Background: an optimization exercise with open tools, aiming at small area and a short achievable clock period. Do not read the settings as production practice. The RTL was checked by simulation tests, not by an equivalence proof against the original design. Power and IR drop assume default switching activity.

==> exp/raven: inputs <==
## FloatingPoint_Multiplier_Complete
module FloatingPoint_Multiplier_Complete (
    input wire         clk,
    input wire         rst,
    input  wire [15:0] a,
    input  wire [15:0] b,
    output reg  [15:0] result,
    output reg         overflow,
    output reg         underflow
);
export LEC_CHECK = 0
export ABC_CLOCK_PERIOD_IN_PS = 2500
export CAP_MARGIN = 20
export CORE_MARGIN = 2
export CORE_UTILIZATION = 40
export SETUP_SLACK_MARGIN = 3.5
export SLEW_MARGIN = 20
create_clock -name core_clock -period 7.5 [get_ports {clk}]
standard.sh (not shown) runs the stock make flow with config.mk's settings and CLKGATE_MAP_FILE= SYNTH_SCRIPT=/design/flow/synth_recipe.tcl, a recipe that flattens the netlist after the stock synthesis.
==> flow/flow/run.sh <==
#!/bin/bash
# Own layout flow: the standard flow (standard.sh) with two changes:
#  - synthesis runs Yosys's synth without its generic "abc -fast" pass
#    (-noabc), so the full adders written in the RTL reach extract_fa as
#    written instead of being remapped first; everything else in
#    synth_recipe.tcl (flatten, renames, registers) is unchanged;
#  - port buffers use the buffer cell named in flow/ports.txt.
# Each tool's output is in the ORFS logs under orfs/logs; make's own output
# goes to flow.log here.
set -euo pipefail
here=$(pwd)
first=$(head -n 1 synth_recipe.tcl)
if [[ "$first" != 'proc synth {args} { yosys synth -nofsm -noshare {*}$args }' ]]; then
  echo "unexpected first line of synth_recipe.tcl: $first" >&2
  exit 1
fi
{ echo 'proc synth {args} { yosys synth -nofsm -noshare -noabc {*}$args }'; tail -n +2 synth_recipe.tcl; } > own_synth.tcl
buf=$(tr -d ' \n' < flow/ports.txt)
sed -e "s#SYNTH_SCRIPT=[^ ]*#SYNTH_SCRIPT=$here/own_synth.tcl 'BUFFER_PORTS_ARGS=-buffer_cell $buf'#" standard.sh > own_standard.sh
grep -q own_synth.tcl own_standard.sh
bash own_standard.sh > flow.log 2>&1
==> flow/flow/ports.txt <==
sky130_fd_sc_hd__buf_1
==> exp/juniper (differences from exp/raven) <==
--- a/flow/config.mk
+++ b/flow/config.mk
@@ -11,3 +11,3 @@
 export CORE_UTILIZATION = 40
-export SETUP_SLACK_MARGIN = 3.5
+export SETUP_SLACK_MARGIN = 5.0
 export SLEW_MARGIN = 20
==> exp/lagoon (differences from exp/raven) <==
--- a/flow/config.mk
+++ b/flow/config.mk
@@ -11,3 +11,3 @@
 export CORE_UTILIZATION = 40
-export SETUP_SLACK_MARGIN = 3.5
+export SETUP_SLACK_MARGIN = 4.0
 export SLEW_MARGIN = 20
==> summary of the runs <==
- Total power, highest first: exp/juniper, exp/lagoon, exp/raven.
- Between exp/juniper and exp/raven, the lower clock power is in exp/raven (gap about 3%, measured against exp/raven).
- Between exp/juniper and exp/raven, the lower wire length is in exp/raven (gap 18%, measured against exp/raven).
- First-iteration DRC count: exp/juniper > exp/raven > exp/lagoon.
- The lowest hold slack belongs to exp/lagoon, the highest to exp/juniper.
- Count of clock-buffer cells in the layout is the same in exp/lagoon and exp/raven.
- Non-clock buffer count: exp/raven < exp/lagoon < exp/juniper.
==> figures <==
| metric | exp/raven | exp/juniper | exp/lagoon |
|---|---|---|---|
| Startpoint of the most critical hold path | r1_es[2] | r1_es[1] | r1_es[2] |
| Post-place setup slack | 4.021 ns | 4.087 ns | 4.021 ns |
| Routing usage on met2 | 27.61% | 31.95% | 27.61% |
| Total chip power | 2671 µW | 3526 µW | 2684 µW |
| Vias per cell | 4.935 | 4.972 | 4.930 |
| Final period demand of the worst path | 3.476 ns | 3.156 ns | 3.368 ns |
| Sequential power | 649 µW | 663 µW | 650 µW |
| Outcome | timing/DRC/antenna clean | timing/DRC/antenna clean | timing/DRC/antenna clean |
| Actual slew at the worst max-slew pin | 0.8370 ns | 0.6414 ns | 0.6683 ns |
| Worst stage delay on the critical path | 0.52 ns | 0.53 ns | 0.60 ns |
| GPL Wtd Cong | 0.8818 | 0.8741 | 0.8818 |
| Grt met1 use | 21.01% | 22.73% | 21.01% |
| Half-perimeter wire length after placement | 10590 µm | 10930 µm | 10590 µm |
| Met2 WL post-DR | 6353 µm | 8043 µm | 6312 µm |
| Logic power comb | 1570 µW | 2400 µW | 1580 µW |
| Power in the clock group | 448 µW | 463 µW | 449 µW |


==> inputs of v21 <==
FloatingPoint_Multiplier_Complete, a different RTL version from the one above (not shown whole).
==> flow/design.v (excerpt) <==
module FloatingPoint_Multiplier_Complete (
    input wire         clk,
    input wire         rst,
    input  wire [15:0] a,
    input  wire [15:0] b,
    output reg  [15:0] result,
    output reg         overflow,
    output reg         underflow
);
    wire es_g0 = a[10] & b[10];
    wire es_p0 = a[10] ^ b[10];
    wire es_g1 = a[11] & b[11];
    wire es_p1 = a[11] ^ b[11];
    wire es_g2 = a[12] & b[12];
    wire es_p2 = a[12] ^ b[12];
    wire es_g3 = a[13] & b[13];
    wire es_p3 = a[13] ^ b[13];
    wire es_g4 = a[14] & b[14];
    wire es_p4 = a[14] ^ b[14];
    wire es_G0_1 = es_g1 | (es_p1 & es_g0);
    wire es_P0_1 = es_p1 & es_p0;
    wire es_G0_2 = es_g2 | (es_p2 & es_g1);
    wire es_P0_2 = es_p2 & es_p1;
    wire es_G0_3 = es_g3 | (es_p3 & es_g2);
    wire es_P0_3 = es_p3 & es_p2;
    wire es_G0_4 = es_g4 | (es_p4 & es_g3);
    wire es_P0_4 = es_p4 & es_p3;
    wire es_G1_2 = es_G0_2 | (es_P0_2 & es_g0);
    wire es_P1_2 = es_P0_2 & es_p0;
    wire es_G1_3 = es_G0_3 | (es_P0_3 & es_G0_1);
    wire es_P1_3 = es_P0_3 & es_P0_1;
    wire es_G1_4 = es_G0_4 | (es_P0_4 & es_G0_2);
    wire es_P1_4 = es_P0_4 & es_P0_2;
    wire es_G2_4 = es_G1_4 | (es_P1_4 & es_g0);
    wire es_P2_4 = es_P1_4 & es_p0;
    wire es_s1 = es_p1 ^ es_g0;
    wire es_s2 = es_p2 ^ es_G0_1;
    wire es_s3 = es_p3 ^ es_G1_2;
    wire es_s4 = es_p4 ^ es_G1_3;
    reg        r1_sign, r1_ha;
    reg  [5:0] r1_es;    
    reg  [9:0] r1_ma;
    reg  [5:0] r1_one, r1_two;    
    reg  [4:0] r1_neg;
    wire [12:0] yb = {2'b00, b[14:10] != 5'd0, b[9:0]};
    always @(posedge clk) begin
        r1_sign <= a[15] ^ b[15];
        r1_es   <= ((a[14:0] == 15'd0) | (b[14:0] == 15'd0)) ? 6'h3f : {es_G2_4, es_s4, es_s3, es_s2, es_s1, es_p0};
        r1_ha   <= a[14:10] != 5'd0;
        r1_ma   <= a[9:0];
        r1_one[0] <= yb[0] ^ 1'b0;
        r1_two[0] <= (yb[1] & ~yb[0] & ~1'b0) | (~yb[1] & yb[0] & 1'b0);
        r1_neg[0] <= yb[1];
        r1_one[1] <= yb[2] ^ yb[1];
        r1_two[1] <= (yb[3] & ~yb[2] & ~yb[1]) | (~yb[3] & yb[2] & yb[1]);
        r1_neg[1] <= yb[3];
        r1_one[2] <= yb[4] ^ yb[3];
  ...
Settings: LEC_CHECK=0, ABC_AREA=1, CAP_MARGIN=20, CORE_MARGIN=2, CORE_UTILIZATION=55, CTS_BUF_LIST=sky130_fd_sc_hd__clkbuf_8, SETUP_SLACK_MARGIN=4.5, SLEW_MARGIN=20; clock period 7.5 ns.
Scripts as last shown in full above: flow/flow/run.sh, flow/flow/ports.txt
==> inputs of v13, as changes to v21 <==
--- a/flow/design.v
+++ b/flow/design.v
@@ -609,20 +609,19 @@
     reg [15:0] r3_val;
     always @(posedge clk or posedge rst) begin
         if (rst) begin
             r3_nz  <= 1'b0;
             r3_ovf <= 1'b0;
             r3_unf <= 1'b0;
-            r3_val <= 16'd0;
         end else begin
             r3_nz  <= ~r2_zero & ~ovf & ~unf;
             r3_ovf <= ~r2_zero & ovf;
             r3_unf <= ~r2_zero & ~ovf & unf;
-            r3_val <= {r2_sign, ef, mant};
         end
     end
+    always @(posedge clk) r3_val <= {r2_sign, ef, mant};
     always @(*) begin
         result    = r3_nz ? r3_val : (r3_ovf ? 16'h7F80 : 16'd0);
         overflow  = r3_ovf;
         underflow = r3_unf;
     end
 endmodule
==> flow/config.mk (replaced) <==
export PLATFORM = sky130hd
export DESIGN_NAME = FloatingPoint_Multiplier_Complete
export DESIGN_NICKNAME = FloatingPoint_Multiplier_Complete
export VERILOG_FILES = /design/flow/design.v
export SDC_FILE = /design/flow/constraint.sdc
export NUM_CORES = 4
export LEC_CHECK = 0
export ABC_CLOCK_PERIOD_IN_PS = 2500
export CAP_MARGIN = 20
export CORE_MARGIN = 2
export CORE_UTILIZATION = 55
export CTS_BUF_LIST = sky130_fd_sc_hd__clkbuf_8
export SETUP_SLACK_MARGIN = 4.85
export SLEW_MARGIN = 20
==> inputs of v10, as changes to v21 <==
==> flow/config.mk (replaced) <==
export PLATFORM = sky130hd
export DESIGN_NAME = FloatingPoint_Multiplier_Complete
export DESIGN_NICKNAME = FloatingPoint_Multiplier_Complete
export VERILOG_FILES = /design/flow/design.v
export SDC_FILE = /design/flow/constraint.sdc
export NUM_CORES = 4
export LEC_CHECK = 0
export ABC_CLOCK_PERIOD_IN_PS = 2500
export CAP_MARGIN = 20
export CORE_MARGIN = 2
export CORE_UTILIZATION = 70
export CTS_BUF_LIST = sky130_fd_sc_hd__clkbuf_8
export SETUP_SLACK_MARGIN = 5.0
export SLEW_MARGIN = 20
==> inputs of v23, as changes to v21 <==
==> flow/config.mk (replaced) <==
export PLATFORM = sky130hd
export DESIGN_NAME = FloatingPoint_Multiplier_Complete
export DESIGN_NICKNAME = FloatingPoint_Multiplier_Complete
export VERILOG_FILES = /design/flow/design.v
export SDC_FILE = /design/flow/constraint.sdc
export NUM_CORES = 4
export LEC_CHECK = 0
export ABC_CLOCK_PERIOD_IN_PS = 2500
export CAP_MARGIN = 20
export CORE_MARGIN = 2
export CORE_UTILIZATION = 40
export SETUP_SLACK_MARGIN = 4.0
export SLEW_MARGIN = 20
==> run summary <==
item	v23	v21	v13	v10
Synthesized area per cell	10.36 sq um	8.450 sq um	10.02 sq um	10.36 sq um
Crit Reg-Reg Endpoint	r3_val[9]$_DFF_PP0_	r2_z1c$_DFF_P_	r2_z1c$_DFF_P_	-
Result of the run	timing/DRC/antenna clean	timing/DRC/antenna clean	timing/DRC/antenna clean	aborted with a tool error
Stage where the flow stopped	-	-	-	global routing (5_1_grt)
Non-clk bufs	51	86	81	-
Tapcell Cnt	220	172	143	-
Async set-reset flop share out of synthesis	20.21%	20.21%	3.191%	20.21%
Register share of total power	23.3%	22.6%	23.2%	-
Cell count after synthesis	654	835	651	654
Hold path cells	0	0	0	-
CP Depth	10	11	3	-
Number of buffers inserted to repair setup after CTS	0	0	13	50
Combinational power	2.17 mW	2.28 mW	2.30 mW	-
Worst hold-check slack	0.3258 ns	0.3314 ns	0.3328 ns	-
WS Path Type	flip-flop to flip-flop	flip-flop to flip-flop	flip-flop to output pin	-
Top cell type's share of synthesized area	22.16%	21.28%	27.92%	22.16%

==> what the ideal ports hide <==
No port has a modelled driver above. Below, the same layouts with a new extraction and two added sets of constraints. Step 1 (the two cells are an assumption about what drives the block):
set clk [get_ports {clk}]
set_driving_cell -lib_cell sky130_fd_sc_hd__clkbuf_16 $clk
set_driving_cell -lib_cell sky130_fd_sc_hd__buf_2 [delete_from_list [all_inputs] $clk]
Step 2 times the ports against the registers' clock, not the clock port: input delays grow and output delays shrink by t, the midpoint of the rising clock arrivals with the driver on. Slacks: ideal / step 1 / step 2; pairs: ideal / step 1.
| run | shift t [ns] | setup WS [ns] | hold slack, ns | worst register clock-pin slew, ns | worst slew at a driven data input, ns |
|---|---|---|---|---|---|
| exp/raven | 0.381 | 4.024 / 4.024 / 4.024 | 0.326 / 0.326 / 0.326 | 0.06 / 0.06 | 0.03 |
| exp/juniper | 0.389 | 4.344 / 4.344 / 4.344 | 0.327 / 0.327 / 0.327 | 0.07 / 0.07 | 0.05 |
| exp/lagoon | 0.383 | 4.132 / 4.132 / 4.132 | 0.326 / 0.326 / 0.326 | 0.06 / 0.06 | 0.03 |
| v21 | 0.409 | 4.587 / 4.587 / 4.587 | 0.331 / 0.331 / 0.331 | 0.11 / 0.11 | 0.04 |
| v13 | 0.408 | 4.779 / 4.745 / 4.615 | 0.333 / 0.333 / 0.333 | 0.10 / 0.10 | 0.03 |
| v23 | 0.382 | 4.328 / 4.328 / 4.328 | 0.326 / 0.326 / 0.326 | 0.06 / 0.06 | 0.05 |
After both steps every run listed still meets setup and hold. The setup slack of v13, which loses most, moves by -0.034 ns with the drivers and by -0.164 ns with both steps.
